Context: an optimization exercise on an open-source flow, tuned for small area and a short achievable clock period. The choices shown serve that exercise and are no tape-out recipe.
At most, simulation tests tie the RTL to the original design; equivalence was not proved.
For runs 1 to 3, only the layout was checked, not whether the RTL still works.
No activity file was given, so power comes from the tool's default toggle rates.

[config.mk]
export PLATFORM = sky130hd
export DESIGN_NAME = pipeline
export DESIGN_NICKNAME = pipeline
export VERILOG_FILES = /design/flow/design.v
export SDC_FILE = /design/flow/constraint.sdc
export NUM_CORES = 4
export LEC_CHECK = 0
export CAP_MARGIN = 20
export CORE_MARGIN = 2
export CORE_UTILIZATION = 55
export CTS_BUF_LIST = sky130_fd_sc_hd__clkbuf_8
export CTS_CLUSTER_DIAMETER = 60
export CTS_CLUSTER_SIZE = 15
export SETUP_SLACK_MARGIN = 3.4
export SLEW_MARGIN = 20
[constraint.sdc]
create_clock -name core_clock -period 6.0 [get_ports {clk}]
set_input_delay 1.2000 -clock core_clock [delete_from_list [all_inputs] [get_ports {clk}]]
set_output_delay 1.2000 -clock core_clock [all_outputs]
set_load 0.01 [all_outputs]
[design.v]
module pipeline(
	input				clk,			 
	input				rst_n,		 
	output [9:0]	imem_addr,	 
	input  [15:0]	imem_data,	 
	output			wb_en,		 
	output [3:0]	wb_addr,		 
	output [15:0]	wb_data		 
);
reg [9:0]  PC;
reg        START;
reg [15:0] IRF;
reg [15:0] IRD;
reg [3:0]  E_op;      
reg [3:0]  E_rd;
reg        E_nz;      
reg        E_sub;     
reg [15:0] R1E;
reg [15:0] R2E;       
reg [15:0] saida_ula;
reg        mult, mult1, mult2, mult3;
reg [3:0]  M0_rd, M1_rd, M2_rd, M3_rd;
reg [15:0] aux3;
reg [3:0]  W_rd;
reg        W_nz;
reg [15:0] saida_ulaW;
reg [15:0] registers [15:0];
assign imem_addr = PC;
assign wb_en   = rst_n & W_nz;
assign wb_addr = W_rd;
assign wb_data = saida_ulaW;
always @(posedge clk) begin
	if (!rst_n) begin
		PC <= 10'd1023;
		START <= 1'b0;
		IRF <= 16'd0;
	end else if (!START) begin
		START <= 1'b1;
	end else begin
		IRF <= imem_data;
		PC <= PC + 10'd1;
	end
end
always @(posedge clk) begin
	if (!rst_n) IRD <= 16'd0;
	else        IRD <= IRF;
end
wire [3:0] D_op = IRD[15:12];
wire D_imm = (D_op == 4'h3) || (D_op == 4'h7) || (D_op == 4'h8) ||
             (D_op == 4'h9) || (D_op == 4'hA) || (D_op == 4'hB);
wire D_sub = (D_op == 4'h2) || (D_op == 4'h3) || (D_op == 4'hB);
wire D_mul = (D_op == 4'hC);
reg [15:0] rs_val, rt_val;
integer j;
always @(*) begin
	rs_val = 16'd0;
	rt_val = 16'd0;
	for (j = 0; j < 16; j = j + 1) begin
		rs_val = rs_val | (registers[j] & {16{IRD[7:4] == j}});
		rt_val = rt_val | (registers[j] & {16{IRD[3:0] == j}});
	end
end
always @(posedge clk) begin
	if (!rst_n) begin
		E_op <= 4'd0;
		E_nz <= 1'b0;
		mult <= 1'b0;
	end else begin
		E_op <= D_mul ? 4'd0 : D_op;
		E_nz <= !D_mul && (IRD != 16'd0);
		mult <= D_mul;
	end
end
always @(posedge clk) begin
	E_rd  <= IRD[11:8];
	E_sub <= D_sub;
	M0_rd <= IRD[11:8];
	R1E   <= D_imm ? {12'd0, IRD[7:4]} : rs_val;
	R2E   <= D_sub ? ~rt_val : rt_val;
end
wire [17:0] sum = {1'b0, R1E, 1'b1} + {1'b0, R2E, E_sub};
wire E_add = (E_op == 4'h1) || (E_op == 4'h2) || (E_op == 4'hA) || (E_op == 4'hB);
wire E_slt = (E_op == 4'h3);
wire E_and = (E_op == 4'h4) || (E_op == 4'h7);
wire E_or  = (E_op == 4'h5) || (E_op == 4'h8);
wire E_xor = (E_op == 4'h6) || (E_op == 4'h9);
reg [15:0] ula;
always @(*) begin
	ula = saida_ula;
	if (E_add) ula = sum[16:1];
	if (E_slt) ula = {15'd0, ~sum[17]};
	if (E_and) ula = R1E & R2E;
	if (E_or)  ula = R1E | R2E;
	if (E_xor) ula = R1E ^ R2E;
end
always @(posedge clk) begin
	if (!rst_n) saida_ula <= 16'd0;
	else        saida_ula <= ula;
end
wire mw0 = R1E[0] & R2E[0];
wire mw1 = R1E[1] & R2E[0];
wire mw2 = R1E[2] & R2E[0];
wire mw3 = R1E[3] & R2E[0];
wire mw4 = R1E[4] & R2E[0];
wire mw5 = R1E[5] & R2E[0];
wire mw6 = R1E[6] & R2E[0];
wire mw7 = R1E[7] & R2E[0];
wire mw8 = R1E[8] & R2E[0];
wire mw9 = R1E[9] & R2E[0];
wire mw10 = R1E[10] & R2E[0];
wire mw11 = R1E[11] & R2E[0];
wire mw12 = R1E[12] & R2E[0];
wire mw13 = R1E[13] & R2E[0];
wire mw14 = R1E[14] & R2E[0];
wire mw15 = R1E[15] & R2E[0];
wire mw16 = R1E[0] & R2E[1];
wire mw17 = R1E[1] & R2E[1];
wire mw18 = R1E[2] & R2E[1];
wire mw19 = R1E[3] & R2E[1];
wire mw20 = R1E[4] & R2E[1];
wire mw21 = R1E[5] & R2E[1];
wire mw22 = R1E[6] & R2E[1];
wire mw23 = R1E[7] & R2E[1];
wire mw24 = R1E[8] & R2E[1];
wire mw25 = R1E[9] & R2E[1];
wire mw26 = R1E[10] & R2E[1];
wire mw27 = R1E[11] & R2E[1];
wire mw28 = R1E[12] & R2E[1];
wire mw29 = R1E[13] & R2E[1];
wire mw30 = R1E[14] & R2E[1];
wire mw31 = R1E[0] & R2E[2];
wire mw32 = R1E[1] & R2E[2];
wire mw33 = R1E[2] & R2E[2];
wire mw34 = R1E[3] & R2E[2];
wire mw35 = R1E[4] & R2E[2];
wire mw36 = R1E[5] & R2E[2];
wire mw37 = R1E[6] & R2E[2];
wire mw38 = R1E[7] & R2E[2];
wire mw39 = R1E[8] & R2E[2];
wire mw40 = R1E[9] & R2E[2];
wire mw41 = R1E[10] & R2E[2];
wire mw42 = R1E[11] & R2E[2];
wire mw43 = R1E[12] & R2E[2];
wire mw44 = R1E[13] & R2E[2];
wire mw45 = R1E[0] & R2E[3];
wire mw46 = R1E[1] & R2E[3];
wire mw47 = R1E[2] & R2E[3];
wire mw48 = R1E[3] & R2E[3];
wire mw49 = R1E[4] & R2E[3];
wire mw50 = R1E[5] & R2E[3];
wire mw51 = R1E[6] & R2E[3];
wire mw52 = R1E[7] & R2E[3];
wire mw53 = R1E[8] & R2E[3];
wire mw54 = R1E[9] & R2E[3];
wire mw55 = R1E[10] & R2E[3];
wire mw56 = R1E[11] & R2E[3];
wire mw57 = R1E[12] & R2E[3];
wire mw58 = R1E[0] & R2E[4];
wire mw59 = R1E[1] & R2E[4];
wire mw60 = R1E[2] & R2E[4];
wire mw61 = R1E[3] & R2E[4];
wire mw62 = R1E[4] & R2E[4];
wire mw63 = R1E[5] & R2E[4];
wire mw64 = R1E[6] & R2E[4];
wire mw65 = R1E[7] & R2E[4];
wire mw66 = R1E[8] & R2E[4];
wire mw67 = R1E[9] & R2E[4];
wire mw68 = R1E[10] & R2E[4];
wire mw69 = R1E[11] & R2E[4];
wire mw70 = R1E[0] & R2E[5];
wire mw71 = R1E[1] & R2E[5];
wire mw72 = R1E[2] & R2E[5];
wire mw73 = R1E[3] & R2E[5];
wire mw74 = R1E[4] & R2E[5];
wire mw75 = R1E[5] & R2E[5];
wire mw76 = R1E[6] & R2E[5];
wire mw77 = R1E[7] & R2E[5];
wire mw78 = R1E[8] & R2E[5];
wire mw79 = R1E[9] & R2E[5];
wire mw80 = R1E[10] & R2E[5];
wire mw81 = R1E[0] & R2E[6];
wire mw82 = R1E[1] & R2E[6];
wire mw83 = R1E[2] & R2E[6];
wire mw84 = R1E[3] & R2E[6];
wire mw85 = R1E[4] & R2E[6];
wire mw86 = R1E[5] & R2E[6];
wire mw87 = R1E[6] & R2E[6];
wire mw88 = R1E[7] & R2E[6];
wire mw89 = R1E[8] & R2E[6];
wire mw90 = R1E[9] & R2E[6];
wire mw91 = R1E[0] & R2E[7];
wire mw92 = R1E[1] & R2E[7];
wire mw93 = R1E[2] & R2E[7];
wire mw94 = R1E[3] & R2E[7];
wire mw95 = R1E[4] & R2E[7];
wire mw96 = R1E[5] & R2E[7];
wire mw97 = R1E[6] & R2E[7];
wire mw98 = R1E[7] & R2E[7];
wire mw99 = R1E[8] & R2E[7];
wire mw100 = R1E[0] & R2E[8];
wire mw101 = R1E[1] & R2E[8];
wire mw102 = R1E[2] & R2E[8];
wire mw103 = R1E[3] & R2E[8];
wire mw104 = R1E[4] & R2E[8];
wire mw105 = R1E[5] & R2E[8];
wire mw106 = R1E[6] & R2E[8];
wire mw107 = R1E[7] & R2E[8];
wire mw108 = R1E[0] & R2E[9];
wire mw109 = R1E[1] & R2E[9];
wire mw110 = R1E[2] & R2E[9];
wire mw111 = R1E[3] & R2E[9];
wire mw112 = R1E[4] & R2E[9];
wire mw113 = R1E[5] & R2E[9];
wire mw114 = R1E[6] & R2E[9];
wire mw115 = R1E[0] & R2E[10];
wire mw116 = R1E[1] & R2E[10];
wire mw117 = R1E[2] & R2E[10];
wire mw118 = R1E[3] & R2E[10];
wire mw119 = R1E[4] & R2E[10];
wire mw120 = R1E[5] & R2E[10];
wire mw121 = R1E[0] & R2E[11];
wire mw122 = R1E[1] & R2E[11];
wire mw123 = R1E[2] & R2E[11];
wire mw124 = R1E[3] & R2E[11];
wire mw125 = R1E[4] & R2E[11];
wire mw126 = R1E[0] & R2E[12];
wire mw127 = R1E[1] & R2E[12];
wire mw128 = R1E[2] & R2E[12];
wire mw129 = R1E[3] & R2E[12];
wire mw130 = R1E[0] & R2E[13];
wire mw131 = R1E[1] & R2E[13];
wire mw132 = R1E[2] & R2E[13];
wire mw133 = R1E[0] & R2E[14];
wire mw134 = R1E[1] & R2E[14];
wire mw135 = R1E[0] & R2E[15];
wire mw136 = mw13 ^ mw28;
wire mw137 = mw13 & mw28;
wire mw138 = mw14 ^ mw29 ^ mw43;
wire mw139 = (mw14 & mw29) | (mw14 & mw43) | (mw29 & mw43);
wire mw140 = mw56 ^ mw68;
wire mw141 = mw56 & mw68;
wire mw142 = mw15 ^ mw30 ^ mw44;
wire mw143 = mw57 ^ mw69 ^ mw80;
wire mw144 = mw90 ^ mw99;
wire mw145 = mw9 ^ mw24;
wire mw146 = mw9 & mw24;
wire mw147 = mw10 ^ mw25 ^ mw39;
wire mw148 = (mw10 & mw25) | (mw10 & mw39) | (mw25 & mw39);
wire mw149 = mw52 ^ mw64;
wire mw150 = mw52 & mw64;
wire mw151 = mw11 ^ mw26 ^ mw40;
wire mw152 = (mw11 & mw26) | (mw11 & mw40) | (mw26 & mw40);
wire mw153 = mw53 ^ mw65 ^ mw76;
wire mw154 = (mw53 & mw65) | (mw53 & mw76) | (mw65 & mw76);
wire mw155 = mw86 ^ mw95;
wire mw156 = mw86 & mw95;
wire mw157 = mw12 ^ mw27 ^ mw41;
wire mw158 = (mw12 & mw27) | (mw12 & mw41) | (mw27 & mw41);
wire mw159 = mw54 ^ mw66 ^ mw77;
wire mw160 = (mw54 & mw66) | (mw54 & mw77) | (mw66 & mw77);
wire mw161 = mw87 ^ mw96 ^ mw104;
wire mw162 = (mw87 & mw96) | (mw87 & mw104) | (mw96 & mw104);
wire mw163 = mw111 ^ mw117;
wire mw164 = mw111 & mw117;
wire mw165 = mw136 ^ mw42 ^ mw55;
wire mw166 = (mw136 & mw42) | (mw136 & mw55) | (mw42 & mw55);
wire mw167 = mw67 ^ mw78 ^ mw88;
wire mw168 = (mw67 & mw78) | (mw67 & mw88) | (mw78 & mw88);
wire mw169 = mw97 ^ mw105 ^ mw112;
wire mw170 = (mw97 & mw105) | (mw97 & mw112) | (mw105 & mw112);
wire mw171 = mw118 ^ mw123 ^ mw127;
wire mw172 = (mw118 & mw123) | (mw118 & mw127) | (mw123 & mw127);
wire mw173 = mw138 ^ mw140 ^ mw79;
wire mw174 = (mw138 & mw140) | (mw138 & mw79) | (mw140 & mw79);
wire mw175 = mw89 ^ mw98 ^ mw106;
wire mw176 = (mw89 & mw98) | (mw89 & mw106) | (mw98 & mw106);
wire mw177 = mw113 ^ mw119 ^ mw124;
wire mw178 = (mw113 & mw119) | (mw113 & mw124) | (mw119 & mw124);
wire mw179 = mw128 ^ mw131 ^ mw133;
wire mw180 = (mw128 & mw131) | (mw128 & mw133) | (mw131 & mw133);
wire mw181 = mw142 ^ mw143 ^ mw144;
wire mw182 = mw107 ^ mw114 ^ mw120;
wire mw183 = mw125 ^ mw129 ^ mw132;
wire mw184 = mw134 ^ mw135 ^ mw139;
wire mw185 = mw6 ^ mw21;
wire mw186 = mw6 & mw21;
wire mw187 = mw7 ^ mw22 ^ mw36;
wire mw188 = (mw7 & mw22) | (mw7 & mw36) | (mw22 & mw36);
wire mw189 = mw49 ^ mw61;
wire mw190 = mw49 & mw61;
wire mw191 = mw8 ^ mw23 ^ mw37;
wire mw192 = (mw8 & mw23) | (mw8 & mw37) | (mw23 & mw37);
wire mw193 = mw50 ^ mw62 ^ mw73;
wire mw194 = (mw50 & mw62) | (mw50 & mw73) | (mw62 & mw73);
wire mw195 = mw83 ^ mw92;
wire mw196 = mw83 & mw92;
wire mw197 = mw145 ^ mw38 ^ mw51;
wire mw198 = (mw145 & mw38) | (mw145 & mw51) | (mw38 & mw51);
wire mw199 = mw63 ^ mw74 ^ mw84;
wire mw200 = (mw63 & mw74) | (mw63 & mw84) | (mw74 & mw84);
wire mw201 = mw93 ^ mw101 ^ mw108;
wire mw202 = (mw93 & mw101) | (mw93 & mw108) | (mw101 & mw108);
wire mw203 = mw147 ^ mw149 ^ mw75;
wire mw204 = (mw147 & mw149) | (mw147 & mw75) | (mw149 & mw75);
wire mw205 = mw85 ^ mw94 ^ mw102;
wire mw206 = (mw85 & mw94) | (mw85 & mw102) | (mw94 & mw102);
wire mw207 = mw109 ^ mw115 ^ mw146;
wire mw208 = (mw109 & mw115) | (mw109 & mw146) | (mw115 & mw146);
wire mw209 = mw151 ^ mw153 ^ mw155;
wire mw210 = (mw151 & mw153) | (mw151 & mw155) | (mw153 & mw155);
wire mw211 = mw103 ^ mw110 ^ mw116;
wire mw212 = (mw103 & mw110) | (mw103 & mw116) | (mw110 & mw116);
wire mw213 = mw121 ^ mw148 ^ mw150;
wire mw214 = (mw121 & mw148) | (mw121 & mw150) | (mw148 & mw150);
wire mw215 = mw157 ^ mw159 ^ mw161;
wire mw216 = (mw157 & mw159) | (mw157 & mw161) | (mw159 & mw161);
wire mw217 = mw163 ^ mw122 ^ mw126;
wire mw218 = (mw163 & mw122) | (mw163 & mw126) | (mw122 & mw126);
wire mw219 = mw152 ^ mw154 ^ mw156;
wire mw220 = (mw152 & mw154) | (mw152 & mw156) | (mw154 & mw156);
wire mw221 = mw165 ^ mw167 ^ mw169;
wire mw222 = (mw165 & mw167) | (mw165 & mw169) | (mw167 & mw169);
wire mw223 = mw171 ^ mw130 ^ mw158;
wire mw224 = (mw171 & mw130) | (mw171 & mw158) | (mw130 & mw158);
wire mw225 = mw160 ^ mw162 ^ mw164;
wire mw226 = (mw160 & mw162) | (mw160 & mw164) | (mw162 & mw164);
wire mw227 = mw173 ^ mw175 ^ mw177;
wire mw228 = (mw173 & mw175) | (mw173 & mw177) | (mw175 & mw177);
wire mw229 = mw179 ^ mw137 ^ mw166;
wire mw230 = (mw179 & mw137) | (mw179 & mw166) | (mw137 & mw166);
wire mw231 = mw168 ^ mw170 ^ mw172;
wire mw232 = (mw168 & mw170) | (mw168 & mw172) | (mw170 & mw172);
wire mw233 = mw181 ^ mw182 ^ mw183;
wire mw234 = mw184 ^ mw141 ^ mw174;
wire mw235 = mw176 ^ mw178 ^ mw180;
wire mw236 = mw4 ^ mw19;
wire mw237 = mw4 & mw19;
wire mw238 = mw5 ^ mw20 ^ mw34;
wire mw239 = (mw5 & mw20) | (mw5 & mw34) | (mw20 & mw34);
wire mw240 = mw47 ^ mw59;
wire mw241 = mw47 & mw59;
wire mw242 = mw185 ^ mw35 ^ mw48;
wire mw243 = (mw185 & mw35) | (mw185 & mw48) | (mw35 & mw48);
wire mw244 = mw60 ^ mw71 ^ mw81;
wire mw245 = (mw60 & mw71) | (mw60 & mw81) | (mw71 & mw81);
wire mw246 = mw187 ^ mw189 ^ mw72;
wire mw247 = (mw187 & mw189) | (mw187 & mw72) | (mw189 & mw72);
wire mw248 = mw82 ^ mw91 ^ mw186;
wire mw249 = (mw82 & mw91) | (mw82 & mw186) | (mw91 & mw186);
wire mw250 = mw191 ^ mw193 ^ mw195;
wire mw251 = (mw191 & mw193) | (mw191 & mw195) | (mw193 & mw195);
wire mw252 = mw100 ^ mw188 ^ mw190;
wire mw253 = (mw100 & mw188) | (mw100 & mw190) | (mw188 & mw190);
wire mw254 = mw197 ^ mw199 ^ mw201;
wire mw255 = (mw197 & mw199) | (mw197 & mw201) | (mw199 & mw201);
wire mw256 = mw192 ^ mw194 ^ mw196;
wire mw257 = (mw192 & mw194) | (mw192 & mw196) | (mw194 & mw196);
wire mw258 = mw203 ^ mw205 ^ mw207;
wire mw259 = (mw203 & mw205) | (mw203 & mw207) | (mw205 & mw207);
wire mw260 = mw198 ^ mw200 ^ mw202;
wire mw261 = (mw198 & mw200) | (mw198 & mw202) | (mw200 & mw202);
wire mw262 = mw209 ^ mw211 ^ mw213;
wire mw263 = (mw209 & mw211) | (mw209 & mw213) | (mw211 & mw213);
wire mw264 = mw204 ^ mw206 ^ mw208;
wire mw265 = (mw204 & mw206) | (mw204 & mw208) | (mw206 & mw208);
wire mw266 = mw215 ^ mw217 ^ mw219;
wire mw267 = (mw215 & mw217) | (mw215 & mw219) | (mw217 & mw219);
wire mw268 = mw210 ^ mw212 ^ mw214;
wire mw269 = (mw210 & mw212) | (mw210 & mw214) | (mw212 & mw214);
wire mw270 = mw221 ^ mw223 ^ mw225;
wire mw271 = (mw221 & mw223) | (mw221 & mw225) | (mw223 & mw225);
wire mw272 = mw216 ^ mw218 ^ mw220;
wire mw273 = (mw216 & mw218) | (mw216 & mw220) | (mw218 & mw220);
wire mw274 = mw227 ^ mw229 ^ mw231;
wire mw275 = (mw227 & mw229) | (mw227 & mw231) | (mw229 & mw231);
wire mw276 = mw222 ^ mw224 ^ mw226;
wire mw277 = (mw222 & mw224) | (mw222 & mw226) | (mw224 & mw226);
wire mw278 = mw233 ^ mw234 ^ mw235;
wire mw279 = mw228 ^ mw230 ^ mw232;
reg [57:0] mcs;  
always @(posedge clk) mcs <= {mw277, mw275, mw279, mw278, mw273, mw271, mw276, mw274, mw269, mw267, mw272, mw270, mw265, mw263, mw268, mw266, mw261, mw259, mw264, mw262, mw257, mw255, mw260, mw258, mw253, mw251, mw256, mw254, mw249, mw247, mw252, mw250, mw245, mw243, mw248, mw246, mw241, mw239, mw244, mw242, mw237, mw70, mw240, mw238, mw58, mw46, mw33, mw236, mw45, mw32, mw18, mw3, mw31, mw17, mw2, mw16, mw1, mw0};
wire mw280 = mcs[6] ^ mcs[7];
wire mw281 = mcs[6] & mcs[7];
wire mw282 = mcs[10] ^ mcs[11] ^ mcs[12];
wire mw283 = (mcs[10] & mcs[11]) | (mcs[10] & mcs[12]) | (mcs[11] & mcs[12]);
wire mw284 = mcs[14] ^ mcs[15] ^ mcs[16];
wire mw285 = (mcs[14] & mcs[15]) | (mcs[14] & mcs[16]) | (mcs[15] & mcs[16]);
wire mw286 = mcs[18] ^ mcs[19] ^ mcs[20];
wire mw287 = (mcs[18] & mcs[19]) | (mcs[18] & mcs[20]) | (mcs[19] & mcs[20]);
wire mw288 = mcs[22] ^ mcs[23] ^ mcs[24];
wire mw289 = (mcs[22] & mcs[23]) | (mcs[22] & mcs[24]) | (mcs[23] & mcs[24]);
wire mw290 = mcs[26] ^ mcs[27] ^ mcs[28];
wire mw291 = (mcs[26] & mcs[27]) | (mcs[26] & mcs[28]) | (mcs[27] & mcs[28]);
wire mw292 = mcs[30] ^ mcs[31] ^ mcs[32];
wire mw293 = (mcs[30] & mcs[31]) | (mcs[30] & mcs[32]) | (mcs[31] & mcs[32]);
wire mw294 = mcs[34] ^ mcs[35] ^ mcs[36];
wire mw295 = (mcs[34] & mcs[35]) | (mcs[34] & mcs[36]) | (mcs[35] & mcs[36]);
wire mw296 = mcs[38] ^ mcs[39] ^ mcs[40];
wire mw297 = (mcs[38] & mcs[39]) | (mcs[38] & mcs[40]) | (mcs[39] & mcs[40]);
wire mw298 = mcs[42] ^ mcs[43] ^ mcs[44];
wire mw299 = (mcs[42] & mcs[43]) | (mcs[42] & mcs[44]) | (mcs[43] & mcs[44]);
wire mw300 = mcs[46] ^ mcs[47] ^ mcs[48];
wire mw301 = (mcs[46] & mcs[47]) | (mcs[46] & mcs[48]) | (mcs[47] & mcs[48]);
wire mw302 = mcs[50] ^ mcs[51] ^ mcs[52];
wire mw303 = (mcs[50] & mcs[51]) | (mcs[50] & mcs[52]) | (mcs[51] & mcs[52]);
wire mw304 = mcs[54] ^ mcs[55] ^ mcs[56];
wire mw305 = mcs[3] ^ mcs[4];
wire mw306 = mcs[3] & mcs[4];
wire mw307 = mw280 ^ mcs[8] ^ mcs[9];
wire mw308 = (mw280 & mcs[8]) | (mw280 & mcs[9]) | (mcs[8] & mcs[9]);
wire mw309 = mw282 ^ mcs[13] ^ mw281;
wire mw310 = (mw282 & mcs[13]) | (mw282 & mw281) | (mcs[13] & mw281);
wire mw311 = mw284 ^ mcs[17] ^ mw283;
wire mw312 = (mw284 & mcs[17]) | (mw284 & mw283) | (mcs[17] & mw283);
wire mw313 = mw286 ^ mcs[21] ^ mw285;
wire mw314 = (mw286 & mcs[21]) | (mw286 & mw285) | (mcs[21] & mw285);
wire mw315 = mw288 ^ mcs[25] ^ mw287;
wire mw316 = (mw288 & mcs[25]) | (mw288 & mw287) | (mcs[25] & mw287);
wire mw317 = mw290 ^ mcs[29] ^ mw289;
wire mw318 = (mw290 & mcs[29]) | (mw290 & mw289) | (mcs[29] & mw289);
wire mw319 = mw292 ^ mcs[33] ^ mw291;
wire mw320 = (mw292 & mcs[33]) | (mw292 & mw291) | (mcs[33] & mw291);
wire mw321 = mw294 ^ mcs[37] ^ mw293;
wire mw322 = (mw294 & mcs[37]) | (mw294 & mw293) | (mcs[37] & mw293);
wire mw323 = mw296 ^ mcs[41] ^ mw295;
wire mw324 = (mw296 & mcs[41]) | (mw296 & mw295) | (mcs[41] & mw295);
wire mw325 = mw298 ^ mcs[45] ^ mw297;
wire mw326 = (mw298 & mcs[45]) | (mw298 & mw297) | (mcs[45] & mw297);
wire mw327 = mw300 ^ mcs[49] ^ mw299;
wire mw328 = (mw300 & mcs[49]) | (mw300 & mw299) | (mcs[49] & mw299);
wire mw329 = mw302 ^ mcs[53] ^ mw301;
wire mw330 = (mw302 & mcs[53]) | (mw302 & mw301) | (mcs[53] & mw301);
wire mw331 = mw304 ^ mcs[57] ^ mw303;
wire [12:0] mlo = {1'b0, mw323, mw321, mw319, mw317, mw315, mw313, mw311, mw309, mw307, mw305, mcs[1], mcs[0]} + {1'b0, mw322, mw320, mw318, mw316, mw314, mw312, mw310, mw308, mw306, mcs[5], mcs[2], 1'b0};
reg [12:0] mlo_q;  
reg [7:0] mcs2;  
always @(posedge clk) begin mlo_q <= mlo; mcs2 <= {mw330, mw331, mw328, mw329, mw326, mw327, mw324, mw325}; end
wire [3:0] mhi = {mcs2[6], mcs2[4], mcs2[2], mcs2[0]} + {mcs2[7], mcs2[5], mcs2[3], mcs2[1]} + mlo_q[12];
wire [15:0] mprod = {mhi, mlo_q[11:0]};
always @(posedge clk) begin
	if (!rst_n) begin
		mult1 <= 1'b0;
		mult2 <= 1'b0;
		mult3 <= 1'b0;
	end else begin
		mult1 <= mult;
		mult2 <= mult1;
		mult3 <= mult2;
	end
end
always @(posedge clk) begin
	M1_rd <= M0_rd;
	M2_rd <= M1_rd;
	M3_rd <= M2_rd;
	aux3  <= mprod;
end
always @(posedge clk) begin
	if (!rst_n) W_nz <= 1'b0;
	else        W_nz <= mult3 | E_nz;
	W_rd       <= mult3 ? M3_rd : E_rd;
	saida_ulaW <= mult3 ? aux3 : ula;
end
wire [15:0] wd_rst = saida_ulaW & {16{rst_n}};
genvar g;
generate for (g = 0; g < 16; g = g + 1) begin : rf
	wire we = !rst_n || (W_nz && W_rd == g);
	wire [15:0] wd = (g == 1 || g == 2) ? (wd_rst | {14'd0, !rst_n, !rst_n}) : wd_rst;
	always @(posedge clk) if (we) registers[g] <= wd;
end endgenerate
endmodule
[run.sh]
#!/bin/bash
# synth_recipe.tcl (not shown) runs the flow's synth.tcl, then flattens the netlist and writes it again
# the make line also repeats each setting of config.mk as NAME=value (left out here)
make -C /OpenROAD-flow-scripts/flow DESIGN_CONFIG=/design/flow/config.mk WORK_HOME=/design/flow/orfs CLKGATE_MAP_FILE= SYNTH_SCRIPT=/design/flow/synth_recipe.tcl finish
==> metrics.log, run 1 <==
[metrics] cell at the slowest stage of the critical path: and2_4
[metrics] register bit count reported by yosys: 489
[metrics] vertical die dimension: ~210 um
[metrics] CTS H-tree depth: 2
[metrics] Max Root-Sink Buffers: 3
[metrics] DR pass1 iterations: 9
[metrics] Routability Congestion: between 0.9 and 1
[metrics] fill count: 3272
[metrics] insertion delay to the later sink of the worst-skew pair: 0.68 ns
[metrics] most frequent cells after synthesis: edfxtp_1 (256), dfxtp_1 (233), nor2_1 (183), nand2_1 (135), inv_1 (110)
[metrics] type of the setup path with the least slack: in -> out
[metrics] clock sink count: 489
[metrics] overall routing resource usage: 37.3%
[metrics] number of antenna cells inserted: 0
[metrics] count of unique library cells instantiated by Yosys: 90
[metrics] number of antenna violations at the first check in global routing: 3
[metrics] type of origin of the critical path: input port
[metrics] count leader, synth: edfxtp_1
[metrics] cell type group with the largest total delay on the critical path: buffers and inverters
[metrics] pwr/cell area: 333 nW/um^2
[metrics] via density per instance: around 6.7
[metrics] clock input transition at the sequential cells of the worst setup and hold paths: 0.09 ns
[metrics] Internal Dissipation: about 5800 uW
[metrics] overall power: 8750 uW
[metrics] pre-CTS setup slack: 2.41 ns
[metrics] sequential element share of the synthesized area: 53.9%
[metrics] Fin Clk Skew: 0.0418 ns
[metrics] setup repair after global routing missed its margin: yes
[metrics] top-level port count: between 40 and 50
[metrics] CTS tree: done
[metrics] Max stage delay on crit path: 0.13 ns
[metrics] pin slew with the least headroom to its limit: slightly below 0.9 ns
[metrics] layout cell share with drive strength beyond 1: 18.3%
[metrics] Area growth syn-to-layout: 14.5%
[metrics] number of global-route vias before repair: about 18000
[metrics] area of the die: about 43000 um^2
[metrics] DRT iter0 DRCs: 2664
[metrics] mean area per synthesized cell: 11.6 um^2
[metrics] final worst setup slack: roughly 3.1 ns
[metrics] total half-perimeter wirelength after legalization and detailed placement: 52500 um
[metrics] total leakage power: 0.0102 uW
[metrics] sequential share of power: 50.8%
[metrics] outcome: finished clean
[metrics] cell area after synthesis: 22900 um^2
[metrics] global-route wire length before repair: around 120000 um
[metrics] kind of end point of the critical path: output pin
[metrics] number of setup violations in the final report: 0
[metrics] fraction of registers with async set or reset after synthesis: 0%
[metrics] final number of max-transition violations: 0
[metrics] DR WL/cell: 30.7 um
[metrics] final hold violations: 0
[metrics] aggregate global routing overflow: 0
[metrics] critical path, cell by cell: buf_12 > buf_12 > and2_4 > buf_6
[metrics] switching power share of the total: about a third
[metrics] arrival time of data at the critical path endpoint: 1.65 ns
[metrics] area of the multi-input gates: 10300 um^2
[metrics] Port-buffer cells: 48
[metrics] pin count of the biggest net entering global routing: 34
[metrics] routed via count: 17800
[metrics] count of yosys warnings during synthesis: 2
[metrics] number of enable flip-flop cells after synthesis: 256
[metrics] final wirelength: 81200 um
[metrics] Initial Utilization: 55.9%
[metrics] Num CTS Buffers: 43
[metrics] total number of nets in the final design: approximately 2200
[metrics] die boundary width: 208 um
[metrics] combinational group share of total power: 26.7%
[metrics] kind of path behind the tightest hold check: reg -> reg
[metrics] relative slew slack: 40.1%
[metrics] Rows: 74
[metrics] cells after synthesis: 1971
[metrics] ANT nets after route: 0
[metrics] share of power burned in the clock network: 22.5%
[metrics] top-area cell type share of the netlist area: between 30% and 40%
[metrics] sequential standard cell area: 12500 um^2
[metrics] sum of negative setup slack: 0 ns
[metrics] maxcap violations: 0
[metrics] largest cells by area after synthesis: edfxtp_1 (34%), dfxtp_1 (20%), fa_1 (7.2%)
[metrics] detailed-route DRC error count: 0
[metrics] most area-hungry cell type in the Yosys netlist: edfxtp_1
[metrics] switching power summed over all nets: 2940 uW
[metrics] crit path time final: 2.85 ns
[metrics] net count after synthesis: 2130
[metrics] worst vdd rail ir drop: 214 uV
[metrics] number of buffers and inverters on the critical path: 3
[metrics] biggest fanout along the worst timing path: 2
[metrics] buffer type at the clock tree root: clkbuf_8
[metrics] Achievable Freq: roughly 350 MHz
[metrics] cell type with the highest occurrence count on the critical path: buf_12
[metrics] flip-flop cell with the highest count after synthesis: edfxtp_1
[metrics] endpoint required time on the critical path: roughly 4.8 ns
[metrics] Floorplan Core Area: 41000 um^2
[metrics] crit share post-route: 47.5%
[metrics] Util after Layout: 64.0%
[metrics] hold buffer count at cts: 0
-- layer usage --
metal	global-route usage, %	vias up	routed length, um
met5	0	-	12
met4	22.5	2	6020
met3	7.12	385	9240
met2	60.1	1394	37000
met1	46.9	8599	28800
li1	-	7461	-
-- stage by stage --
| step | hold WS (ns) | cells | cell area (um^2) |
|---|---|---|---|
| floorplan | 0.310 | 1971 | 23000 |
| global placement | 0.313 | 2497 | 24200 |
| detailed placement | 0.313 | 2497 | 24200 |
| CTS | 0.335 | 2620 | 25900 |
| global route | 0.328 | 2644 | 26300 |
| finish | 0.325 | 2644 | 26300 |
-- area by class of cell --
| cell class | instances | area share (%) |
|---|---|---|
| Multi-Input combinational cell | 1265 | 39.3 |
| Timing Repair Buffer | 169 | 5.85 |
| Tap cell | 532 | 2.53 |
| Clock inverter | 28 | 0.710 |
| Inverter | 115 | 1.79 |
| Sequential cell | 489 | 47.5 |
| Clock buffer | 46 | 2.41 |
-- worst paths after layout --
kind,slack [ns],to,from,depth (start not counted)
setup / recovery,3.15,wb_en,rst_n,4
hold / removal,0.33,M2_rd[3]$_DFF_P_,M1_rd[3]$_DFF_P_,0
setup reg to reg,3.27,mcs[50]$_DFF_P_,R2E[0]$_DFF_P_,9
hold reg to reg,0.33,M2_rd[3]$_DFF_P_,M1_rd[3]$_DFF_P_,0
-- flip-flops by register name, summed over array words and instances (netlist names), 4 cells and up --
signal      cells
mcs            58
IRF            16
M3_rd           4
W_rd            4
E_op            4
E_rd            4
PC             10
saida_ula      16
saida_ulaW     16
R2E            16
registers     256
M2_rd           4
mlo_q          13
R1E            16
M1_rd           4
IRD            16
aux3           16
mcs2            8
-- power groups by stage --
stage / Combinational (uW) / Clock, uW / Sequential (uW)
final: 2330 / 1970 / 4440
after global routing: 2550 / 2100 / 4480
after global placement: 2000 / 0 / 4480
after floorplan: 1350 / 0 / 4310
after CTS: 2250 / 1980 / 4420
after detailed placement: 2030 / 0 / 4480
-- kinds of logic after synthesis --
group,Yosys count,synth area share (%)
simple gates,541,11.6
flops,489,53.9
compound gates,469,15.4
buf+inv,217,3.96
fa+ha+maj,142,10.4
xor+xnor,67,2.56
mux,46,2.15
-- layout by cell type, fill, tap and decap left out, types with 16 or more instances in the layout --
cell             instances
nand2b_1                18
a22o_1                  64
clkdlybuf4s50_1         16
edfxtp_1               256
dlygate4sd2_1           30
clkbuf_8                46
xnor2_1                 41
nand4_1                 28
buf_4                  105
a31oi_1                 19
xor2_1                  25
fa_1                    77
nor2_1                 166
inv_1                  114
dfxtp_1                178
a21oi_1                 59
o21ai_0                 37
and3_1                  17
dfxtp_2                 38
dfxtp_4                 17
a222oi_1                22
nor2b_1                 16
and2_1                  42
nand3_1                 38
a22oi_1                 61
a221oi_1                62
ha_1                    45
nand2_1                135
mux2i_1                 28
-- what timing repair did --
action,in CTS,in global routing
setup buffers,47,24
pin swaps,32,27
resized for setup,168,57
gates cloned,2,0
endpoints found under the setup margin,109,43
==> inputs of run 2 (changes only) <==
==> flow/run.sh (new file) <==
#!/bin/bash
set -euo pipefail
export BUFFER_PORTS_ARGS="-buffer_cell sky130_fd_sc_hd__buf_2"
bash standard.sh finish > standard_flow.log 2>&1
==> standard.sh (new file) <==
#!/bin/bash
# synth_recipe.tcl (not shown) runs the flow's synth.tcl, then flattens the netlist and writes it again
# the make line also repeats each setting of config.mk as NAME=value (left out here)
make -C /OpenROAD-flow-scripts/flow DESIGN_CONFIG=/design/flow/config.mk WORK_HOME=/design/flow/orfs CLKGATE_MAP_FILE= SYNTH_SCRIPT=/design/flow/synth_recipe.tcl "${@:-finish}"
removed: run.sh
==> metrics.log, run 2 <==
[metrics] layout cell share with drive strength beyond 1: 18.7% (was 18.3%)
[metrics] Internal Dissipation: 5910 uW (was 5810 uW)
[metrics] final hold violations: 0 (unchanged)
[metrics] hold buffer count at cts: 0 (unchanged)
[metrics] flip-flop cell with the highest count after synthesis: edfxtp_1 (unchanged)
[metrics] DRT iter0 DRCs: 2494 (was 2664)
[metrics] cells after synthesis: 1971 (unchanged)
[metrics] count leader, synth: edfxtp_1 (unchanged)
[metrics] type of origin of the critical path: input port (unchanged)
[metrics] number of setup violations in the final report: 0 (unchanged)
[metrics] Floorplan Core Area: 41000 um^2 (unchanged)
[metrics] largest registers: registers (256), mcs (58) (unchanged)
[metrics] area post-placement: 24000 um^2 (was 24200 um^2)
[metrics] DR WL/cell: 31.0 um (was 30.7 um)
[metrics] register name with the most flops: registers (unchanged)
[metrics] kind of end point of the critical path: output pin (unchanged)
[metrics] CTS tree: done (unchanged)
[metrics] CTS H-tree depth: 2 (unchanged)
[metrics] total half-perimeter wirelength after legalization and detailed placement: 52200 um (was 52500 um)
[metrics] worst vdd rail ir drop: 234 uV (was 214 uV)
[metrics] most frequent standard cell in the layout excluding fill and tap cells: edfxtp_1 (unchanged)
[metrics] via density per instance: 6.75 (about the same)
[metrics] pwr/cell area: 340 nW/um^2 (was 333 nW/um^2)
[metrics] switching power summed over all nets: 2920 uW (was 2940 uW)
[metrics] overall routing resource usage: 37.5% (was 37.3%)
[metrics] maxcap violations: 0 (unchanged)
[metrics] clock sink count: 489 (unchanged)
[metrics] count of unique library cells instantiated by Yosys: 90 (unchanged)
[metrics] share of power burned in the clock network: 23.3% (was 22.5%)
[metrics] final wirelength: 81500 um (was 81200 um)
[metrics] setup repair after global routing missed its margin: yes (unchanged)
[metrics] cell at the slowest stage of the critical path: and2_4 (unchanged)
[metrics] cell type group with the largest total delay on the critical path: buffers and inverters (unchanged)
[metrics] critical path, cell by cell: buf_12 > and2_4 > buf_6 (was buf_12 > buf_12 > and2_4 > buf_6)
[metrics] kind of path behind the tightest hold check: reg -> reg (unchanged)
[metrics] net count after synthesis: 2130 (unchanged)
[metrics] pin count of the biggest net entering global routing: 55 (was 34)
[metrics] post-layout instance area: 26000 um^2 (was 26300 um^2)
[metrics] fraction of registers with async set or reset after synthesis: 0% (unchanged)
[metrics] number of antenna violations at the first check in global routing: 0 (was 3)
[metrics] most frequent cells after synthesis: edfxtp_1 (256), dfxtp_1 (233), nor2_1 (183), nand2_1 (135), inv_1 (110) (unchanged)
[metrics] Max Root-Sink Buffers: 3 (unchanged)
[metrics] buffer type at the clock tree root: clkbuf_8 (unchanged)
[metrics] endpoint required time on the critical path: 4.80 ns (about the same)
[metrics] fill count: 3319 (was 3272)
[metrics] pin slew with the least headroom to its limit: 1.20 ns (was 0.892 ns)
[metrics] DR pass1 iterations: 9 (unchanged)
[metrics] Initial Utilization: 55.9% (unchanged)
[metrics] type of the setup path with the least slack: in -> out (unchanged)
[metrics] count of yosys warnings during synthesis: 2 (unchanged)
[metrics] clock input transition at the sequential cells of the worst setup and hold paths: 0.09 ns (about the same)
[metrics] Achievable Freq: 364 MHz (was 351 MHz)
[metrics] final number of max-transition violations: 0 (unchanged)
[metrics] most area-hungry cell type in the Yosys netlist: edfxtp_1 (unchanged)
[metrics] insertion delay to the later sink of the worst-skew pair: 0.68 ns (about the same)
[metrics] number of antenna cells inserted: 0 (unchanged)
[metrics] Port-buffer cells: 48 (unchanged)
[metrics] largest cells by area after synthesis: edfxtp_1 (34%), dfxtp_1 (20%), fa_1 (7.2%) (unchanged)
[metrics] top-level port count: 49 (unchanged)
[metrics] crit share post-route: 45.8% (was 47.5%)
[metrics] area of the die: 43300 um^2 (unchanged)
[metrics] final worst setup slack: 3.25 ns (was 3.15 ns)
[metrics] Area growth syn-to-layout: 13.2% (was 14.5%)
[metrics] crit path time final: 2.75 ns (was 2.85 ns)
[metrics] number of enable flip-flop cells after synthesis: 256 (unchanged)
[metrics] aggregate global routing overflow: 0 (unchanged)
[metrics] Num CTS Buffers: 42 (was 43)
[metrics] Routability Congestion: 0.993 (was 0.989)
[metrics] Fin Clk Skew: 0.0412 ns (was 0.0418 ns)
[metrics] global-route wire length before repair: 117000 um (about the same)
[metrics] detailed-route DRC error count: 0 (unchanged)
[metrics] relative slew slack: 19.8% (was 40.1%)
[metrics] number of buffers and inverters on the critical path: 2 (was 3)
[metrics] mean area per synthesized cell: 11.6 um^2 (unchanged)
[metrics] biggest fanout along the worst timing path: 2 (unchanged)
[metrics] arrival time of data at the critical path endpoint: 1.55 ns (was 1.65 ns)
[metrics] outcome: finished clean (unchanged)
[metrics] total leakage power: 0.0101 uW (was 0.0102 uW)
[metrics] register bit count reported by yosys: 489 (unchanged)
[metrics] combinational group share of total power: 26.4% (was 26.7%)
[metrics] cell area after synthesis: 22900 um^2 (unchanged)
[metrics] flip-flop count of the largest register, all copies and words added: 256 (unchanged)
[metrics] top-area cell type share of the netlist area: 33.5% (unchanged)
[metrics] number of global-route vias before repair: 17500 (was 17600)
[metrics] total number of nets in the final design: 2229 (was 2242)
[metrics] ANT nets after route: 0 (unchanged)
[metrics] Rows: 74 (unchanged)
[metrics] most frequent cells in the layout: edfxtp_1 (256), dfxtp_1 (198), nor2_1 (166), nand2_1 (135), inv_1 (118) (was edfxtp_1 (256), dfxtp_1 (178), nor2_1 (166), nand2_1 (135), inv_1 (114))
[metrics] switching power share of the total: 33.0% (was 33.6%)
[metrics] vertical die dimension: 208 um (unchanged)
[metrics] overall power: 8830 uW (was 8750 uW)
[metrics] sequential share of power: 50.3% (was 50.8%)
[metrics] Max stage delay on crit path: 0.13 ns (about the same)
[metrics] routed via count: 17800 (about the same)
[metrics] pre-CTS setup slack: 2.83 ns (was 2.41 ns)
[metrics] sum of negative setup slack: 0 ns (unchanged)
[metrics] sequential element share of the synthesized area: 53.9% (unchanged)
[metrics] hold_ws: 0.329 ns (was 0.325 ns)
[metrics] die boundary width: 208 um (unchanged)
run 2: cell counts after synthesis:
No cell type changed its count.
run 2: area by class of cell:
type,count,area [um^2],area share [%]
sequential,489,12400,47.8
multi-input combinational,1265,10300,39.8
timing repair buffer,157,1200,4.61
tap,532,666,2.56
clock buffer,45,619,2.39
inverter,115,474,1.83
clock inverter,30,262,1.01
run 2: power by group through the flow:
stage	Combinational, uW	Sequential (uW)	Clock, uW
final	2330	4440	2060
after global routing	2550	4470	2190
after CTS	2210	4430	2070
after detailed placement	2000	4490	0
after global placement	1960	4490	0
after floorplan	1350	4310	0
run 2: stage by stage:
stage               instances  util [%]
finish                   2633      63.3
CTS                      2613      62.4
global route             2633      63.3
floorplan                1971         -
detailed placement       2496      58.5
global placement         2494      58.5
run 2: path summary, 6_finish.rpt:
kind	end	slack, ns	cells after the start	start
max	wb_en	3.25	3	rst_n
min	M3_rd[1]$_DFF_P_	0.33	0	M2_rd[1]$_DFF_P_
max reg2reg	mlo_q[10]$_DFF_P_	3.32	7	mcs[20]$_DFF_P_
min reg2reg	M3_rd[1]$_DFF_P_	0.33	0	M2_rd[1]$_DFF_P_
run 2: logic make-up after synthesis:
| family | after synthesis | synth area share [%] |
|---|---|---|
| buffers and inverters | 217 | 3.96 |
| AOI/OAI and AO/OA | 469 | 15.4 |
| xor gates and xnor gates | 67 | 2.56 |
| DFF | 489 | 53.9 |
| and+or+nand+nor | 541 | 11.6 |
| adders and majority gates | 142 | 10.4 |
| muxes | 46 | 2.15 |
run 2: worst register-to-register path: stages (launching register included):
cell and delay [ns]:
dfxtp_2 0.33, fa_2 0.60, fa_1 0.47, ha_4 0.21, or4_4 0.52, o311a_4 0.16
a31oi_4 0.22, xnor2_1 0.09
run 2: timing repair:
item                                    CTS  global route
buffers inserted                         41            20
endpoints found under the setup margin   72            46
gates resized for setup                  94            51
cloned                                    1             0
pin swaps                                19            17
run 2: per-layer routing:
layer	vias to the layer above	routed length [um]	track usage, %	share of wire (%)
li1	7430	-	-	-
met5	-	0	0	0
met2	1284	37600	60.2	46
met4	0	5700	22.8	7.0
met1	8683	29600	46.9	36
met3	365	8610	7.98	11
==> inputs of run 3 (changes only) <==
==> run.sh (new file) <==
#!/bin/bash
# synth_recipe.tcl (not shown) runs the flow's synth.tcl, then flattens the netlist and writes it again
# the make line also repeats each setting of config.mk as NAME=value (left out here)
make -C /OpenROAD-flow-scripts/flow DESIGN_CONFIG=/design/flow/config.mk WORK_HOME=/design/flow/orfs CLKGATE_MAP_FILE= SYNTH_SCRIPT=/design/flow/synth_recipe.tcl finish
--- a/config.mk
+++ b/config.mk
@@ -7,9 +7,8 @@
 export LEC_CHECK = 0
 export CAP_MARGIN = 20
 export CORE_MARGIN = 2
-export CORE_UTILIZATION = 55
+export CORE_UTILIZATION = 40
 export CTS_BUF_LIST = sky130_fd_sc_hd__clkbuf_8
-export CTS_CLUSTER_DIAMETER = 60
-export CTS_CLUSTER_SIZE = 15
-export SETUP_SLACK_MARGIN = 3.4
+export CTS_CLUSTER_SIZE = 30
+export SETUP_SLACK_MARGIN = 3.28
 export SLEW_MARGIN = 20
removed: flow/run.sh
removed: standard.sh
==> metrics.log, run 3 <==
[metrics] Fin Clk Skew: 0.0410 ns (was 0.0412 ns)
[metrics] pwr/cell area: 356 nW/um^2 (was 340 nW/um^2)
[metrics] clock sink count: 489 (unchanged)
[metrics] cell area after synthesis: 22900 um^2 (unchanged)
[metrics] sequential standard cell area: 12400 um^2 (about the same)
[metrics] cell type group with the largest total delay on the critical path: simple AND/OR/NAND/NOR gates (was buffers and inverters)
[metrics] Max Root-Sink Buffers: 3 (unchanged)
[metrics] cells after synthesis: 1971 (unchanged)
[metrics] worst vdd rail ir drop: 276 uV (was 234 uV)
[metrics] cell at the slowest stage of the critical path: nor3_2 (was and2_4)
[metrics] global-route wire length before repair: 119000 um (was 117000 um)
[metrics] Routability Congestion: 0.965 (was 0.993)
[metrics] total half-perimeter wirelength after legalization and detailed placement: 53000 um (was 52200 um)
[metrics] routed via count: 17900 (was 17800)
[metrics] relative slew slack: 26.7% (was 19.8%)
[metrics] largest cells by area after synthesis: edfxtp_1 (34%), dfxtp_1 (20%), fa_1 (7.2%) (unchanged)
[metrics] most frequent standard cell in the layout excluding fill and tap cells: edfxtp_1 (unchanged)
[metrics] outcome: finished clean (unchanged)
[metrics] final hold violations: 0 (unchanged)
[metrics] most frequent cells after synthesis: edfxtp_1 (256), dfxtp_1 (233), nor2_1 (183), nand2_1 (135), inv_1 (110) (unchanged)
[metrics] final wirelength: 82000 um (was 81500 um)
[metrics] setup repair after global routing missed its margin: yes (unchanged)
[metrics] total number of nets in the final design: 2271 (was 2229)
[metrics] overall routing resource usage: 27.3% (was 37.5%)
[metrics] register bit count reported by yosys: 489 (unchanged)
[metrics] DRT iter0 DRCs: 2470 (was 2494)
[metrics] number of enable flip-flop cells after synthesis: 256 (unchanged)
[metrics] cell type with the highest occurrence count on the critical path: buf_4
[metrics] insertion delay to the later sink of the worst-skew pair: 0.70 ns (was 0.68 ns)
[metrics] most area-hungry cell type in the Yosys netlist: edfxtp_1 (unchanged)
[metrics] flip-flop cell with the highest count after synthesis: edfxtp_1 (unchanged)
[metrics] largest registers: registers (256), mcs (58) (unchanged)
[metrics] ANT nets after route: 0 (unchanged)
[metrics] arrival time of data at the critical path endpoint: 3.27 ns (was 1.55 ns)
[metrics] type of the setup path with the least slack: reg -> reg (was in -> out)
[metrics] sum of negative setup slack: 0 ns (unchanged)
[metrics] most frequent cells in the layout: edfxtp_1 (256), dfxtp_1 (202), nor2_1 (166), nand2_1 (135), inv_1 (130) (was edfxtp_1 (256), dfxtp_1 (198), nor2_1 (166), nand2_1 (135), inv_1 (118))
[metrics] type of origin of the critical path: flop (was input port)
[metrics] maxcap violations: 0 (unchanged)
[metrics] Achievable Freq: 362 MHz (was 364 MHz)
[metrics] Rows: 87 (was 74)
[metrics] area of the die: 59300 um^2 (was 43300 um^2)
[metrics] number of setup violations in the final report: 0 (unchanged)
[metrics] aggregate global routing overflow: 0 (unchanged)
[metrics] buffer type at the clock tree root: clkbuf_8 (unchanged)
[metrics] hold buffer count at cts: 0 (unchanged)
[metrics] Initial Utilization: 40.6% (was 55.9%)
[metrics] kind of path behind the tightest hold check: reg -> reg (unchanged)
[metrics] count of yosys warnings during synthesis: 2 (unchanged)
[metrics] biggest fanout along the worst timing path: 27 (was 2)
[metrics] net count after synthesis: 2130 (unchanged)
[metrics] Util after Layout: 47.8% (was 63.3%)
[metrics] count leader, synth: edfxtp_1 (unchanged)
[metrics] number of global-route vias before repair: 17700 (was 17500)
[metrics] pin count of the biggest net entering global routing: 50 (was 55)
[metrics] kind of end point of the critical path: flop (was output pin)
[metrics] detailed-route DRC error count: 0 (unchanged)
[metrics] via density per instance: 6.12 (was 6.75)
[metrics] flip-flop count of the largest register, all copies and words added: 256 (unchanged)
[metrics] Max stage delay on crit path: 0.48 ns (was 0.13 ns)
[metrics] Area growth syn-to-layout: 17.9% (was 13.2%)
[metrics] DR pass1 iterations: 7 (was 9)
[metrics] top-level port count: 49 (unchanged)
[metrics] endpoint required time on the critical path: 6.51 ns (was 4.80 ns)
[metrics] fraction of registers with async set or reset after synthesis: 0% (unchanged)
[metrics] fill count: 4998 (was 3319)
[metrics] CTS H-tree depth: 3 (was 2)
[metrics] register name with the most flops: registers (unchanged)
[metrics] crit path time final: 2.76 ns (was 2.75 ns)
[metrics] number of buffers and inverters on the critical path: 2 (unchanged)
[metrics] Num CTS Buffers: 80 (was 42)
[metrics] final number of max-transition violations: 0 (unchanged)
[metrics] number of antenna violations at the first check in global routing: 8 (was 0)
[metrics] vertical die dimension: 243 um (was 208 um)
[metrics] top-area cell type share of the netlist area: 33.5% (unchanged)
[metrics] area of the multi-input gates: 10200 um^2 (was 10300 um^2)
[metrics] total leakage power: 0.0106 uW (was 0.0101 uW)
[metrics] die boundary width: 243 um (was 208 um)
[metrics] mean area per synthesized cell: 11.6 um^2 (unchanged)
[metrics] Port-buffer cells: 48 (unchanged)
[metrics] CTS tree: done (unchanged)
[metrics] DR WL/cell: 28.0 um (was 31.0 um)
[metrics] crit share post-route: 46.0% (was 45.8%)
[metrics] layout cell share with drive strength beyond 1: 17.5% (was 18.7%)
[metrics] sequential element share of the synthesized area: 53.9% (unchanged)
[metrics] clock input transition at the sequential cells of the worst setup and hold paths: 0.06 ns (was 0.09 ns)
[metrics] pin slew with the least headroom to its limit: 1.10 ns (was 1.20 ns)
[metrics] critical path, cell by cell: buf_4 > nand2_1 > nor3_2 > buf_4 > a222oi_1 > and3_1 > a31oi_1 (was buf_12 > and2_4 > buf_6)
[metrics] count of unique library cells instantiated by Yosys: 90 (unchanged)
[metrics] Floorplan Core Area: 56500 um^2 (was 41000 um^2)
-- run 3: power breakdown --
group	leakage, uW	switching [uW]	total, uW	internal [uW]
clock	0.000936	1360	2950	1580
combinational	0.00506	1320	2230	918
sequential	0.00457	374	4430	4060
-- run 3: cell type report --
type	count	share of cell area [%]
Multi-Input combinational cell	1265	37.7
Sequential cell	489	46.0
Clock inverter	54	1.30
Tap cell	756	3.50
Timing Repair Buffer	161	5.14
Clock buffer	92	4.68
Antenna cell	1	0.00926
Inverter	115	1.74
-- run 3: through the flow --
step | worst slack [ns] | instances | hold WS (ns) | power [uW] | instance area, um^2
after floorplan | 3.20 | 1971 | 0.310 | 5660 | 23000
after global placement | 2.49 | 2718 | 0.310 | 6470 | 24500
after detailed placement | 2.48 | 2719 | 0.314 | 6490 | 24500
after CTS | 3.05 | 2908 | 0.330 | 9550 | 26700
after global routing | 3.21 | 2932 | 0.331 | 10100 | 27000
final | 3.24 | 2933 | 0.310 | 9610 | 27000
-- run 3: worst register-to-register path, delay by kind of cell, from the launching register on --
| family | cells | cell delay (ns) |
|---|---|---|
| AO/OA/AOI/OAI | 2 | 0.53 |
| flip-flops | 1 | 0.30 |
| AND/OR/NAND/NOR | 3 | 1.04 |
| buffers and inverters | 2 | 0.73 |
-- run 3: final timing paths --
check	from	to	slack, ns	cells after the start
worst max-delay path	IRD[7]$_SDFF_PN0_	R1E[9]$_SDFF_PP0_	3.24	7
worst min-delay path	M2_rd[3]$_DFF_P_	M3_rd[3]$_DFF_P_	0.31	0
worst max register to register	IRD[7]$_SDFF_PN0_	R1E[9]$_SDFF_PP0_	3.24	7
worst min register to register	M2_rd[3]$_DFF_P_	M3_rd[3]$_DFF_P_	0.31	0
-- run 3: cell families (layout without fill, tap and decap cells) --
family	Yosys count	in the layout	synth area share [%]
compound gates	469	469	15.4
xor+xnor	67	67	2.56
fa+ha+maj	142	142	10.4
buf+inv	217	422	3.96
flops	489	489	53.9
mux	46	46	2.15
other cells	0	1	0
simple gates	541	541	11.6
-- run 3: what timing repair did --
| action | 4_1_cts | 5_1_grt |
|---|---|---|
| resized for setup | 110 | 43 |
| gates cloned | 0 | 1 |
| setup buffers | 43 | 23 |
| setup endpoints to repair | 93 | 45 |
| pin swaps | 15 | 16 |
-- run 3: layer usage --
layer | global-route usage (%) | vias to the layer above | wire length [um]
li1 | - | 7566 | -
met3 | 7.57 | 350 | 8680
met4 | 14.4 | 6 | 4780
met1 | 34.2 | 8740 | 31400
met2 | 43.0 | 1283 | 37100
met5 | 0.245 | - | 30
==> inputs of run 4 (changes only) <==
--- a/design.v
+++ b/design.v
@@ -10,7 +10,7 @@
 reg [9:0]  PC;
 reg        START;
 reg [15:0] IRF;
-reg [15:0] IRD;
+reg [15:8] IRD;       
 reg [3:0]  E_op;      
 reg [3:0]  E_rd;
 reg        E_nz;      
@@ -41,10 +41,23 @@
 		PC <= PC + 10'd1;
 	end
 end
+reg [7:0] rs_oh, rt_oh;    
+function [3:0] oh2(input [1:0] v);
+	oh2 = 4'b0001 << v;
+endfunction
 always @(posedge clk) begin
-	if (!rst_n) IRD <= 16'd0;
-	else        IRD <= IRF;
+	if (!rst_n) begin
+		IRD[15:8] <= 8'd0;
+		rs_oh <= 8'h11;
+		rt_oh <= 8'h11;
+	end else begin
+		IRD[15:8] <= IRF[15:8];
+		rs_oh <= {oh2(IRF[7:6]), oh2(IRF[5:4])};
+		rt_oh <= {oh2(IRF[3:2]), oh2(IRF[1:0])};
+	end
 end
+wire [3:0] D_imm4 = {rs_oh[6] | rs_oh[7], rs_oh[5] | rs_oh[7], rs_oh[2] | rs_oh[3], rs_oh[1] | rs_oh[3]};
+wire D_low0 = rs_oh[0] & rs_oh[4] & rt_oh[0] & rt_oh[4];    
 wire [3:0] D_op = IRD[15:12];
 wire D_imm = (D_op == 4'h3) || (D_op == 4'h7) || (D_op == 4'h8) ||
              (D_op == 4'h9) || (D_op == 4'hA) || (D_op == 4'hB);
@@ -56,8 +69,8 @@
 	rs_val = 16'd0;
 	rt_val = 16'd0;
 	for (j = 0; j < 16; j = j + 1) begin
-		rs_val = rs_val | (registers[j] & {16{IRD[7:4] == j}});
-		rt_val = rt_val | (registers[j] & {16{IRD[3:0] == j}});
+		rs_val = rs_val | (registers[j] & {16{rs_oh[4 + j / 4] & rs_oh[j % 4]}});
+		rt_val = rt_val | (registers[j] & {16{rt_oh[4 + j / 4] & rt_oh[j % 4]}});
 	end
 end
 always @(posedge clk) begin
@@ -67,7 +80,7 @@
 		mult <= 1'b0;
 	end else begin
 		E_op <= D_mul ? 4'd0 : D_op;
-		E_nz <= !D_mul && (IRD != 16'd0);
+		E_nz <= !D_mul && (IRD[15:8] != 8'd0 || !D_low0);
 		mult <= D_mul;
 	end
 end
@@ -75,7 +88,7 @@
 	E_rd  <= IRD[11:8];
 	E_sub <= D_sub;
 	M0_rd <= IRD[11:8];
-	R1E   <= D_imm ? {12'd0, IRD[7:4]} : rs_val;
+	R1E   <= D_imm ? {12'd0, D_imm4} : rs_val;
 	R2E   <= D_sub ? ~rt_val : rt_val;
 end
 wire [17:0] sum = {1'b0, R1E, 1'b1} + {1'b0, R2E, E_sub};
--- a/config.mk
+++ b/config.mk
@@ -7,8 +7,9 @@
 export LEC_CHECK = 0
 export CAP_MARGIN = 20
 export CORE_MARGIN = 2
-export CORE_UTILIZATION = 40
+export CORE_UTILIZATION = 55
 export CTS_BUF_LIST = sky130_fd_sc_hd__clkbuf_8
-export CTS_CLUSTER_SIZE = 30
-export SETUP_SLACK_MARGIN = 3.28
+export CTS_CLUSTER_DIAMETER = 60
+export CTS_CLUSTER_SIZE = 15
+export SETUP_SLACK_MARGIN = 3.4
 export SLEW_MARGIN = 20
==> metrics.log, run 4 <==
[metrics] arrival time of data at the critical path endpoint: 1.55 ns (was 3.27 ns)
[metrics] worst vdd rail ir drop: 228 uV (was 276 uV)
[metrics] count of unique library cells instantiated by Yosys: 87 (was 90)
[metrics] kind of path behind the tightest hold check: reg -> reg (unchanged)
[metrics] global-route wire length before repair: 114000 um (was 119000 um)
[metrics] Area growth syn-to-layout: 10.8% (was 17.9%)
[metrics] aggregate global routing overflow: 0 (unchanged)
[metrics] Port-buffer cells: 48 (unchanged)
[metrics] wire length on met1: 28000 um (was 31400 um)
[metrics] number of global-route vias before repair: 17500 (was 17700)
[metrics] pin count of the biggest net entering global routing: 87 (was 50)
[metrics] Rows: 75 (was 87)
[metrics] most frequent cells in the layout: edfxtp_1 (256), dfxtp_1 (190), nor2_1 (166), inv_1 (119), nand2_1 (114) (was edfxtp_1 (256), dfxtp_1 (202), nor2_1 (166), nand2_1 (135), inv_1 (130))
[metrics] CTS tree: done (unchanged)
[metrics] final hold violations: 0 (unchanged)
[metrics] Achievable Freq: 364 MHz (was 362 MHz)
[metrics] top-area cell type share of the netlist area: 33.3% (was 33.5%)
[metrics] Routability Congestion: 0.941 (was 0.965)
[metrics] Levels on crit path: 3 (was 7)
[metrics] Max stage delay on crit path: 0.12 ns (was 0.48 ns)
[metrics] kind of end point of the critical path: output pin (was flop)
[metrics] endpoint required time on the critical path: 4.80 ns (was 6.51 ns)
[metrics] WL met2: 36000 um (was 37100 um)
[metrics] routed via count: 17700 (was 17900)
[metrics] crit path time final: 2.75 ns (was 2.76 ns)
[metrics] insertion delay to the later sink of the worst-skew pair: 0.70 ns (about the same)
[metrics] wire length on met3: 9290 um (was 8680 um)
[metrics] largest cells by area after synthesis: edfxtp_1 (33%), dfxtp_1 (21%), fa_1 (7.1%) (was edfxtp_1 (34%), dfxtp_1 (20%), fa_1 (7.2%))
[metrics] overall routing resource usage: 35.9% (was 27.3%)
[metrics] setup repair after global routing missed its margin: yes (unchanged)
[metrics] total number of nets in the final design: 2193 (was 2271)
[metrics] CTS H-tree depth: 2 (was 3)
[metrics] crit share post-route: 45.8% (was 46.0%)
[metrics] most frequent cells after synthesis: edfxtp_1 (256), dfxtp_1 (241), nor2_1 (171), inv_1 (119), nand2_1 (115) (was edfxtp_1 (256), dfxtp_1 (233), nor2_1 (183), nand2_1 (135), inv_1 (110))
[metrics] worst hold path depth: 0 (unchanged)
[metrics] Num CTS Buffers: 43 (was 80)
[metrics] hold_ws: 0.335 ns (was 0.310 ns)
[metrics] number of buffers and inverters on the critical path: 2 (unchanged)
[metrics] DRT iter0 DRCs: 2918 (was 2470)
[metrics] DR WL/cell: 30.1 um (was 28.0 um)
[metrics] cells after synthesis: 1994 (was 1971)
[metrics] worst reg2reg path endpoint: mlo_q[11]$_DFF_P_ (was R1E[9]$_SDFF_PP0_)
[metrics] area of the die: 43600 um^2 (was 59300 um^2)
[metrics] number of antenna cells inserted: 0 (was 1)
[metrics] total leakage power: 0.00987 uW (was 0.0106 uW)
[metrics] fill count: 3413 (was 4998)
[metrics] register bit count reported by yosys: 497 (was 489)
[metrics] Floorplan Core Area: 41700 um^2 (was 56500 um^2)
[metrics] Worst Hold Launch: mlo_q[10]$_DFF_P_ (was M2_rd[3]$_DFF_P_)
[metrics] count of yosys warnings during synthesis: 2 (unchanged)
[metrics] critical path, cell by cell: buf_2 > and2_4 > clkbuf_2 (was buf_4 > nand2_1 > nor3_2 > buf_4 > a222oi_1 > and3_1 > a31oi_1)
[metrics] vertical die dimension: 209 um (was 243 um)
[metrics] final number of max-transition violations: 0 (unchanged)
[metrics] uppermost layer routed: met5 (unchanged)
[metrics] pin slew with the least headroom to its limit: 1.09 ns (was 1.10 ns)
[metrics] Max Root-Sink Buffers: 3 (unchanged)
[metrics] Util after Layout: 61.4% (was 47.8%)
[metrics] mean area per synthesized cell: 11.6 um^2 (about the same)
[metrics] maxcap violations: 0 (unchanged)
[metrics] post-layout instance area: 25600 um^2 (was 27000 um^2)
[metrics] total half-perimeter wirelength after legalization and detailed placement: 50900 um (was 53000 um)
[metrics] worst reg2reg setup slack: 3.29 ns (was 3.24 ns)
[metrics] die boundary width: 209 um (was 243 um)
[metrics] detailed-route DRC error count: 0 (unchanged)
[metrics] relative slew slack: 27.3% (was 26.7%)
[metrics] terminating pin of the worst hold path: aux3[10]$_DFF_P_ (was M3_rd[3]$_DFF_P_)
[metrics] layout cell share with drive strength beyond 1: 13.8% (was 17.5%)
[metrics] Fin Clk Skew: 0.0459 ns (was 0.0410 ns)
[metrics] number of enable flip-flop cells after synthesis: 256 (unchanged)
[metrics] via density per instance: 6.80 (was 6.12)
[metrics] final wirelength: 78200 um (was 82000 um)
[metrics] count leader, synth: edfxtp_1 (unchanged)
[metrics] pwr/cell area: 358 nW/um^2 (was 356 nW/um^2)
[metrics] DR pass1 iterations: 10 (was 7)
[metrics] most area-hungry cell type in the Yosys netlist: edfxtp_1 (unchanged)
[metrics] clock input transition at the sequential cells of the worst setup and hold paths: 0.09 ns (was 0.06 ns)
[metrics] sum of negative setup slack: 0 ns (unchanged)
[metrics] cell area after synthesis: 23100 um^2 (was 22900 um^2)
[metrics] biggest fanout along the worst timing path: 2 (was 27)
[metrics] top-level port count: 49 (unchanged)
[metrics] type of the setup path with the least slack: in -> out (was reg -> reg)
[metrics] Initial Utilization: 55.4% (was 40.6%)
[metrics] flip-flop cell with the highest count after synthesis: edfxtp_1 (unchanged)
[metrics] cell at the slowest stage of the critical path: and2_4 (was nor3_2)
[metrics] number of setup violations in the final report: 0 (unchanged)
[metrics] ANT nets after route: 0 (unchanged)
[metrics] launch point of the worst reg-to-reg path: mcs[10]$_DFF_P_ (was IRD[7]$_SDFF_PN0_)
[metrics] cell type group with the largest total delay on the critical path: buffers and inverters (was simple AND/OR/NAND/NOR gates)
[metrics] sequential element share of the synthesized area: 54.2% (was 53.9%)
[metrics] worst r2r path cells: 10 (was 7)
[metrics] number of antenna violations at the first check in global routing: 3 (was 8)
[metrics] clock sink count: 497 (was 489)
[metrics] most frequent standard cell in the layout excluding fill and tap cells: edfxtp_1 (unchanged)
[metrics] outcome: finished clean (unchanged)
[metrics] type of origin of the critical path: input port (was flop)
[metrics] register name with the most flops: registers (unchanged)
[metrics] fraction of registers with async set or reset after synthesis: 0% (unchanged)
[metrics] buffer type at the clock tree root: clkbuf_8 (unchanged)
[metrics] largest registers: registers (256), mcs (58) (unchanged)
[metrics] area post-placement: 24200 um^2 (was 24500 um^2)
[metrics] net count after synthesis: 2153 (was 2130)
[metrics] flip-flop count of the largest register, all copies and words added: 256 (unchanged)
## run 4: changes by cell type after synthesis, sizes merged, moves of 11 or more
cell	delta
nor2	-12
a21oi	+11
buf	-24
xor2	-11
a22o	+11
nand4	-15
nand2	-21
a222oi	+42
a221oi	-41
clkbuf	+42
inv	+12
mux2i	-13
## run 4: logic make-up after synthesis
| group | count (synthesis) | synth area share [%] |
|---|---|---|
| adder cells (fa/ha/maj) | 142 | 10.4 |
| buffers and inverters | 250 | 4.15 |
| AO/OA/AOI/OAI | 531 | 17.7 |
| multiplexers | 26 | 1.16 |
| AND/OR/NAND/NOR | 483 | 9.94 |
| flip-flops | 497 | 54.2 |
| XOR/XNOR | 65 | 2.47 |
## run 4: how the worst max path moves through the flow
| stage | endpoint | start |
|---|---|---|
| 4_1_cts | wb_en | rst_n |
| 2_1_floorplan | wb_en | rst_n |
| 6_report | wb_en | rst_n |
| 3_5_place_dp | wb_en | rst_n |
| 3_3_place_gp | wb_en | rst_n |
| 5_1_grt | mlo_q[11]$_DFF_P_ | mcs[10]$_DFF_P_ |
## run 4: per-stage QoR
stage	total power, uW	setup slack (ns)	instances
3_5_place_dp	7010	2.87	2501
2_1_floorplan	6020	3.20	1994
6_report	9160	3.25	2598
3_3_place_gp	6970	2.86	2501
4_1_cts	9080	3.15	2586
5_1_grt	9590	3.19	2598
## run 4: worst reg2reg max path: cells and delay by family (launching register included)
kind	cells	cell delay (ns)
flip-flops	1	0.33
AND/OR/NAND/NOR	2	0.51
adder cells (fa/ha/maj)	3	1.24
buffers and inverters	2	0.10
AO/OA/AOI/OAI	3	0.49
## run 4: cell type report
cell class / count / area [um^2] / share of cell area, %
Clock buffer: 46 / 633 / 2.48
Multi-Input combinational cell: 1247 / 9930 / 38.9
Sequential cell: 497 / 12600 / 49.4
Timing Repair Buffer: 115 / 941 / 3.68
Clock inverter: 24 / 206 / 0.808
Tap cell: 539 / 674 / 2.64
Inverter: 130 / 551 / 2.15
## run 4: repair_timing
action / CTS / global route
setup buffers: 15 / 12
endpoints found under the setup margin: 78 / 47
pin swaps: 13 / 2
resized for setup: 122 / 56
hold buffers: 0 / 0
## run 4: power breakdown
part           internal [uW]  switching, uW
Clock                    850           1180
Combinational           1030           1500
Sequential              4170            431
## run 4: layer usage
layer / global-route usage, % / vias up
met1: 44.7 / 8574
met4: 20.4 / 4
met3: 9.42 / 303
met2: 57.2 / 1318
met5: 0 / -
li1: - / 7461

[static timing again, ports no longer ideal]
How much do the figures lean on ideal ports? The routed layouts below were timed once more, with nothing changed but the port constraints.
Step 1 assumes that a clkbuf_16 drives the clock port and a buf_2 every other input.
Step 2 also shifts input and output timing later by t, the mid clock arrival at the registers, as if the neighbouring blocks saw the same clock.
a / b / c = ideal / step 1 / step 2; a / b = the first two.
run	t, ns	setup WS [ns]	worst setup path at the end	clock arrival spread, ns	pins driven straight from the clock port
run 1	0.724	3.148 / 3.101 / 3.009	input to register	0.046 / 0.046	1
run 2	0.712	3.255 / 3.179 / 2.725	input to register	0.041 / 0.041	1
run 3	0.724	3.238 / 3.150 / 2.795	input to register	0.047 / 0.047	1
run 4	0.721	3.252 / 3.232 / 2.787	input to register	0.057 / 0.058	1
After both steps setup and hold are still met in every run listed. The setup slack of run 2, which loses most, moves by -0.076 ns with the drivers and by -0.530 ns with both steps.
